What follows belongs to an exercise in optimizing a design on an open flow for small area, a short achievable clock period and few clock cycles per item; a production flow would make more cautious choices. Only simulation tests tie the RTL to the original design; equivalence was not proved.

== run A ==
==> flow/design.v <==
module k_constants (Addr, K);    
    input [5:0] Addr;
    output [31:0] K;
    reg [31:0] current_k;
    assign K = current_k;
    always @ (Addr) begin : addr_mux
        case(Addr)
          00: current_k = 32'h428a2f98;    01: current_k = 32'h71374491;
          02: current_k = 32'hb5c0fbcf;    03: current_k = 32'he9b5dba5;
          04: current_k = 32'h3956c25b;    05: current_k = 32'h59f111f1;
          06: current_k = 32'h923f82a4;    07: current_k = 32'hab1c5ed5;
          08: current_k = 32'hd807aa98;    09: current_k = 32'h12835b01;
          10: current_k = 32'h243185be;    11: current_k = 32'h550c7dc3;
          12: current_k = 32'h72be5d74;    13: current_k = 32'h80deb1fe;
          14: current_k = 32'h9bdc06a7;    15: current_k = 32'hc19bf174;
          16: current_k = 32'he49b69c1;    17: current_k = 32'hefbe4786;
          18: current_k = 32'h0fc19dc6;    19: current_k = 32'h240ca1cc;
          20: current_k = 32'h2de92c6f;    21: current_k = 32'h4a7484aa;
          22: current_k = 32'h5cb0a9dc;    23: current_k = 32'h76f988da;
          24: current_k = 32'h983e5152;    25: current_k = 32'ha831c66d;
          26: current_k = 32'hb00327c8;    27: current_k = 32'hbf597fc7;
          28: current_k = 32'hc6e00bf3;    29: current_k = 32'hd5a79147;
          30: current_k = 32'h06ca6351;    31: current_k = 32'h14292967;
          32: current_k = 32'h27b70a85;    33: current_k = 32'h2e1b2138;
          34: current_k = 32'h4d2c6dfc;    35: current_k = 32'h53380d13;
          36: current_k = 32'h650a7354;    37: current_k = 32'h766a0abb;
          38: current_k = 32'h81c2c92e;    39: current_k = 32'h92722c85;
          40: current_k = 32'ha2bfe8a1;    41: current_k = 32'ha81a664b;
          42: current_k = 32'hc24b8b70;    43: current_k = 32'hc76c51a3;
          44: current_k = 32'hd192e819;    45: current_k = 32'hd6990624;
          46: current_k = 32'hf40e3585;    47: current_k = 32'h106aa070;
          48: current_k = 32'h19a4c116;    49: current_k = 32'h1e376c08;
          50: current_k = 32'h2748774c;    51: current_k = 32'h34b0bcb5;
          52: current_k = 32'h391c0cb3;    53: current_k = 32'h4ed8aa4a;
          54: current_k = 32'h5b9cca4f;    55: current_k = 32'h682e6ff3;
          56: current_k = 32'h748f82ee;    57: current_k = 32'h78a5636f;
          58: current_k = 32'h84c87814;    59: current_k = 32'h8cc70208;
          60: current_k = 32'h90befffa;    61: current_k = 32'ha4506ceb;
          62: current_k = 32'hbef9a3f7;    63: current_k = 32'hc67178f2;
        endcase
    end
endmodule
module calc_w (W0, W1, W9, W14, WOut);
    input  [31:0] W0, W1, W9, W14;
    output [31:0] WOut;
    wire [31:0] s0 = {W1[6:0], W1[31:7]} ^ {W1[17:0], W1[31:18]} ^ (W1 >> 3);
    wire [31:0] s1 = {W14[16:0], W14[31:17]} ^ {W14[18:0], W14[31:19]} ^ (W14 >> 10);
    wire [31:0] x1s, x1c, x2s, x2c;
    csa32 c1 (W0, W9, s0, x1s, x1c);
    csa32 c2 (x1s, x1c, s1, x2s, x2c);
    assign WOut = x2s + x2c;
endmodule
module hash_algorithm (HKW, A, B, C, D, E, F, G, AOut, EOut);
    input  [31:0] HKW, A, B, C, D, E, F, G;
    output [31:0] AOut, EOut;
    wire [31:0] s1  = {E[5:0], E[31:6]} ^ {E[10:0], E[31:11]} ^ {E[24:0], E[31:25]};
    wire [31:0] ch  = (E & F) ^ (~E & G);
    wire [31:0] s0  = {A[1:0], A[31:2]} ^ {A[12:0], A[31:13]} ^ {A[21:0], A[31:22]};
    wire [31:0] maj = (A & B) | (C & (A | B));
    wire [31:0] e1s, e1c, e2s, e2c;
    csa32 ce1 (HKW, s1, ch, e1s, e1c);
    csa32 ce2 (e1s, e1c, D, e2s, e2c);
    assign EOut = e2s + e2c;
    wire [31:0] x1s, x1c, x2s, x2c, x3s, x3c;
    csa32 c1 (HKW, ch, maj, x1s, x1c);
    csa32 c2 (x1s, x1c, s1, x2s, x2c);
    csa32 c3 (x2s, x2c, s0, x3s, x3c);
    assign AOut = x3s + x3c;
endmodule
module csa32 (X, Y, Z, S, C);
    input  [31:0] X, Y, Z;
    output [31:0] S, C;
    wire [31:0] m = (X & Y) | (Z & (X | Y));
    assign S = X ^ Y ^ Z;
    assign C = {m[30:0], 1'b0};
endmodule
module sha256 (Clk, Reset, Start, Chunk, Digest, DigestReady);
    input          Clk;
    input          Reset;
    input          Start;
    input  [511:0] Chunk;
    output [255:0] Digest;
    output reg     DigestReady;
    localparam [31:0] H0A = 32'h6a09e667, H0B = 32'hbb67ae85,
                      H0C = 32'h3c6ef372, H0D = 32'ha54ff53a,
                      H0E = 32'h510e527f, H0F = 32'h9b05688c,
                      H0G = 32'h1f83d9ab, H0H = 32'h5be0cd19;
    localparam [31:0] K0  = 32'h428a2f98, K1  = 32'h71374491,
                      K63 = 32'hc67178f2;
    localparam [31:0] DFIX = H0E - H0A;    
    reg         busy;                  
    reg  [5:0]  cnt;                   
    reg  [31:0] kreg;                  
    reg  [31:0] a, b, c, d, e, f, g, h;
    reg  [31:0] hkw;                   
    reg  [31:0] w [0:15];              
    wire [31:0] k, w_new, a_new, e_new;
    wire        last = busy && (cnt == 6'd1);     
    wire        r62  = busy && (cnt == 6'd0);     
    k_constants    kc (cnt, k);
    calc_w         cw (w[0], w[1], w[9], w[14], w_new);
    hash_algorithm ha (hkw, a, b, c, d, e, f, g, a_new, e_new);
    wire [31:0] p1s, p1c;
    csa32 p1 (g, kreg, w[1], p1s, p1c);
    wire [31:0] d_add = c + (last ? H0D : DFIX);
    wire [31:0] w0 = Chunk[511:480];
    always @(posedge Clk, negedge Reset) begin
        if (!Reset) begin
            busy        <= 1'b0;
            cnt         <= 6'd2;
            DigestReady <= 1'b0;
        end else begin
            cnt <= busy ? cnt + 6'd1 : 6'd2;
            if (busy) begin
                if (last) begin
                    busy        <= 1'b0;
                    DigestReady <= 1'b1;
                end
            end else if (Start) begin
                busy        <= 1'b1;
                DigestReady <= 1'b0;
            end
        end
    end
    integer i;
    always @(posedge Clk) begin
        if (busy) begin
            kreg <= last ? K0 : (cnt == 6'd63) ? K63 + H0A : k;
            hkw  <= p1s + p1c;
            for (i = 0; i < 15; i = i + 1) w[i] <= w[i + 1];
            w[15] <= w_new;
            if (last) begin
                {b, c, d} <= {a + H0B, b + H0C, d_add};
                {f, g, h} <= {e + H0F, f + H0G, g + H0H};
            end else if (r62) begin
                {b, c, d} <= {a, b, d_add};
                {f, g, h} <= {e, f, g};
            end else begin
                {b, c, d} <= {a, b, c};
                {f, g, h} <= {e, f, g};
            end
        end else begin
            kreg <= Start ? K1 : K0;
            hkw  <= w0 + (H0H + K0);
            for (i = 0; i < 16; i = i + 1) w[i] <= Chunk[511 - 32*i -: 32];
            if (Start) begin
                {b, c, d} <= {H0B, H0C, H0D};
                {f, g, h} <= {H0F, H0G, H0H};
            end
        end
    end
    wire [31:0] a_idle = (a & ~{32{Start}}) | (H0A & {32{Start}});
    wire [31:0] e_idle = (e & ~{32{Start}}) | (H0E & {32{Start}});
    always @(posedge Clk) begin
        a <= busy ? a_new : a_idle;
        e <= busy ? e_new : e_idle;
    end
    assign Digest = {a, b, c, d, e, f, g, h};
endmodule
clock: 10.0 ns
lec_check: 0
abc_clock_period_in_ps: 3000
cap_margin: 20
core_margin: 2
core_utilization: 45
cts_cluster_diameter: 80
cts_cluster_size: 20
setup_slack_margin: 5
slew_margin: 20
standard.sh (not shown) runs the stock make flow with config.mk's settings and CLKGATE_MAP_FILE= SYNTH_SCRIPT=/design/flow/synth_recipe.tcl, a recipe that flattens the netlist after the stock synthesis.
==> flow/flow/run.sh <==
#!/bin/bash
# The standard layout (the standard.sh), with the port buffers inserted
# before placement made from the smallest buffer instead of the resizer's
# default pick. Everything else is the standard ORFS flow.
set -euo pipefail
bash standard.sh "BUFFER_PORTS_ARGS=-buffer_cell sky130_fd_sc_hd__buf_1" finish > standard_flow.log 2>&1
Having completed the whole flow, run A delivered a layout that passed the timing, DRC and antenna checks.
Testbench counts of run A, summed over its fixed seeds: cycles 16,640, hashes 256.
## Diff of input files: run B against run A
--- a/flow/design.v
+++ b/flow/design.v
@@ -47,23 +47,22 @@
     wire [31:0] s1 = {W14[16:0], W14[31:17]} ^ {W14[18:0], W14[31:19]} ^ (W14 >> 10);
     wire [31:0] x1s, x1c, x2s, x2c;
     csa32 c1 (W0, W9, s0, x1s, x1c);
     csa32 c2 (x1s, x1c, s1, x2s, x2c);
     assign WOut = x2s + x2c;
 endmodule
-module hash_algorithm (HKW, A, B, C, D, E, F, G, AOut, EOut);
-    input  [31:0] HKW, A, B, C, D, E, F, G;
+module hash_algorithm (HKW, DHKW, A, B, C, E, F, G, AOut, EOut);
+    input  [31:0] HKW, DHKW, A, B, C, E, F, G;
     output [31:0] AOut, EOut;
     wire [31:0] s1  = {E[5:0], E[31:6]} ^ {E[10:0], E[31:11]} ^ {E[24:0], E[31:25]};
     wire [31:0] ch  = (E & F) ^ (~E & G);
     wire [31:0] s0  = {A[1:0], A[31:2]} ^ {A[12:0], A[31:13]} ^ {A[21:0], A[31:22]};
     wire [31:0] maj = (A & B) | (C & (A | B));
-    wire [31:0] e1s, e1c, e2s, e2c;
-    csa32 ce1 (HKW, s1, ch, e1s, e1c);
-    csa32 ce2 (e1s, e1c, D, e2s, e2c);
-    assign EOut = e2s + e2c;
+    wire [31:0] es, ec;
+    csa32 ce (DHKW, s1, ch, es, ec);
+    assign EOut = es + ec;
     wire [31:0] x1s, x1c, x2s, x2c, x3s, x3c;
     csa32 c1 (HKW, ch, maj, x1s, x1c);
     csa32 c2 (x1s, x1c, s1, x2s, x2c);
     csa32 c3 (x2s, x2c, s0, x3s, x3c);
     assign AOut = x3s + x3c;
 endmodule
@@ -84,28 +83,28 @@
     localparam [31:0] H0A = 32'h6a09e667, H0B = 32'hbb67ae85,
                       H0C = 32'h3c6ef372, H0D = 32'ha54ff53a,
                       H0E = 32'h510e527f, H0F = 32'h9b05688c,
                       H0G = 32'h1f83d9ab, H0H = 32'h5be0cd19;
     localparam [31:0] K0  = 32'h428a2f98, K1  = 32'h71374491,
                       K63 = 32'hc67178f2;
-    localparam [31:0] DFIX = H0E - H0A;    
     reg         busy;                  
     reg  [5:0]  cnt;                   
     reg  [31:0] kreg;                  
     reg  [31:0] a, b, c, d, e, f, g, h;
-    reg  [31:0] hkw;                   
+    reg  [31:0] hkw, dhkw;             
     reg  [31:0] w [0:15];              
     wire [31:0] k, w_new, a_new, e_new;
     wire        last = busy && (cnt == 6'd1);     
-    wire        r62  = busy && (cnt == 6'd0);     
     k_constants    kc (cnt, k);
     calc_w         cw (w[0], w[1], w[9], w[14], w_new);
-    hash_algorithm ha (hkw, a, b, c, d, e, f, g, a_new, e_new);
-    wire [31:0] p1s, p1c;
+    hash_algorithm ha (hkw, dhkw, a, b, c, e, f, g, a_new, e_new);
+    wire [31:0] p1s, p1c, p2s, p2c, p3s, p3c;
+    wire [31:0] dfix = (cnt == 6'd0) ? H0E - H0A : 32'd0;
     csa32 p1 (g, kreg, w[1], p1s, p1c);
-    wire [31:0] d_add = c + (last ? H0D : DFIX);
+    csa32 p2 (p1s, p1c, c, p2s, p2c);
+    csa32 p3 (p2s, p2c, dfix, p3s, p3c);
     wire [31:0] w0 = Chunk[511:480];
     always @(posedge Clk, negedge Reset) begin
         if (!Reset) begin
             busy        <= 1'b0;
             cnt         <= 6'd2;
             DigestReady <= 1'b0;
@@ -124,36 +123,29 @@
     end
     integer i;
     always @(posedge Clk) begin
         if (busy) begin
             kreg <= last ? K0 : (cnt == 6'd63) ? K63 + H0A : k;
             hkw  <= p1s + p1c;
+            dhkw <= p3s + p3c;
             for (i = 0; i < 15; i = i + 1) w[i] <= w[i + 1];
             w[15] <= w_new;
             if (last) begin
-                {b, c, d} <= {a + H0B, b + H0C, d_add};
-                {f, g, h} <= {e + H0F, f + H0G, g + H0H};
-            end else if (r62) begin
-                {b, c, d} <= {a, b, d_add};
-                {f, g, h} <= {e, f, g};
+                {a, b, c, d} <= {a_new, a + H0B, b + H0C, c + H0D};
+                {e, f, g, h} <= {e_new, e + H0F, f + H0G, g + H0H};
             end else begin
-                {b, c, d} <= {a, b, c};
-                {f, g, h} <= {e, f, g};
+                {a, b, c, d} <= {a_new, a, b, c};
+                {e, f, g, h} <= {e_new, e, f, g};
             end
         end else begin
             kreg <= Start ? K1 : K0;
             hkw  <= w0 + (H0H + K0);
+            dhkw <= w0 + (H0D + H0H + K0);
             for (i = 0; i < 16; i = i + 1) w[i] <= Chunk[511 - 32*i -: 32];
             if (Start) begin
-                {b, c, d} <= {H0B, H0C, H0D};
-                {f, g, h} <= {H0F, H0G, H0H};
+                {a, b, c, d} <= {H0A, H0B, H0C, H0D};
+                {e, f, g, h} <= {H0E, H0F, H0G, H0H};
             end
         end
     end
-    wire [31:0] a_idle = (a & ~{32{Start}}) | (H0A & {32{Start}});
-    wire [31:0] e_idle = (e & ~{32{Start}}) | (H0E & {32{Start}});
-    always @(posedge Clk) begin
-        a <= busy ? a_new : a_idle;
-        e <= busy ? e_new : e_idle;
-    end
     assign Digest = {a, b, c, d, e, f, g, h};
 endmodule
--- outcome ---
- Run B completed every stage of the flow, and the final layout passed the timing, DRC and antenna checks.
- The number of iterations in the first detailed-routing pass in run B was lower than what run A gave.
- Run B reports a higher highest net fanout along the worst path than run A does.
- Between run B and run A, the detailed-route vias per instance does not differ in any meaningful way.
- Run B ends up with higher count of placed standard cells in the final layout, fillers left out than run A does.
- Against run A, TritonCTS sink count in run B rose by a few percent.
- Taking run B as 1.0, run A lands at 0.946 on number of signal-net buffers in the layout.
- What run A reported for area after synthesis has to be multiplied by 1.07 to get the figure for run B.
- Changes observed in run B relative to run A: total placed cells including tap cells rose 6.6%; smallest setup slack after layout fell 0.012 ns; layout sequential cell count rose 32.
- Run A and run B ended up with roughly the same global-route track usage on met3.
- The wire length on met2 number comes out lower for run A vs run B.
Testbench counts of run B, summed over its fixed seeds: cycles 16,640, hashes 256.

==> static timing again, ports no longer ideal <==
How much do the figures lean on ideal ports? The routed layouts below were timed once more, with nothing changed but the port constraints. Step 1 sets driving cells, clkbuf_16 on the clock port and buf_2 on the other inputs (assumed; they add their load-dependent delay and slew). Step 2 moves the port delays by t, midway between the first and last clock arrival at a register: inputs arrive t later, outputs are due t later. That takes back most of the time a late clock gives input paths. Three values: ideal, step 1, step 2; two values: the first two.
run	shift t [ns]	setup WS [ns]	worst setup path after step 2	latest minus earliest clock arrival (ns)	slew at the worst register clock pin (ns)
run A	0.762	5.093 / 5.093 / 5.049	input to register	0.028 / 0.029	0.10 / 0.10
run B	0.766	5.081 / 5.081 / 5.072	input to register	0.059 / 0.059	0.09 / 0.09
After both steps every run listed still meets setup and hold. For run A, which loses most, drivers alone change the setup slack by 0.000 ns; drivers and shift together by -0.044 ns.
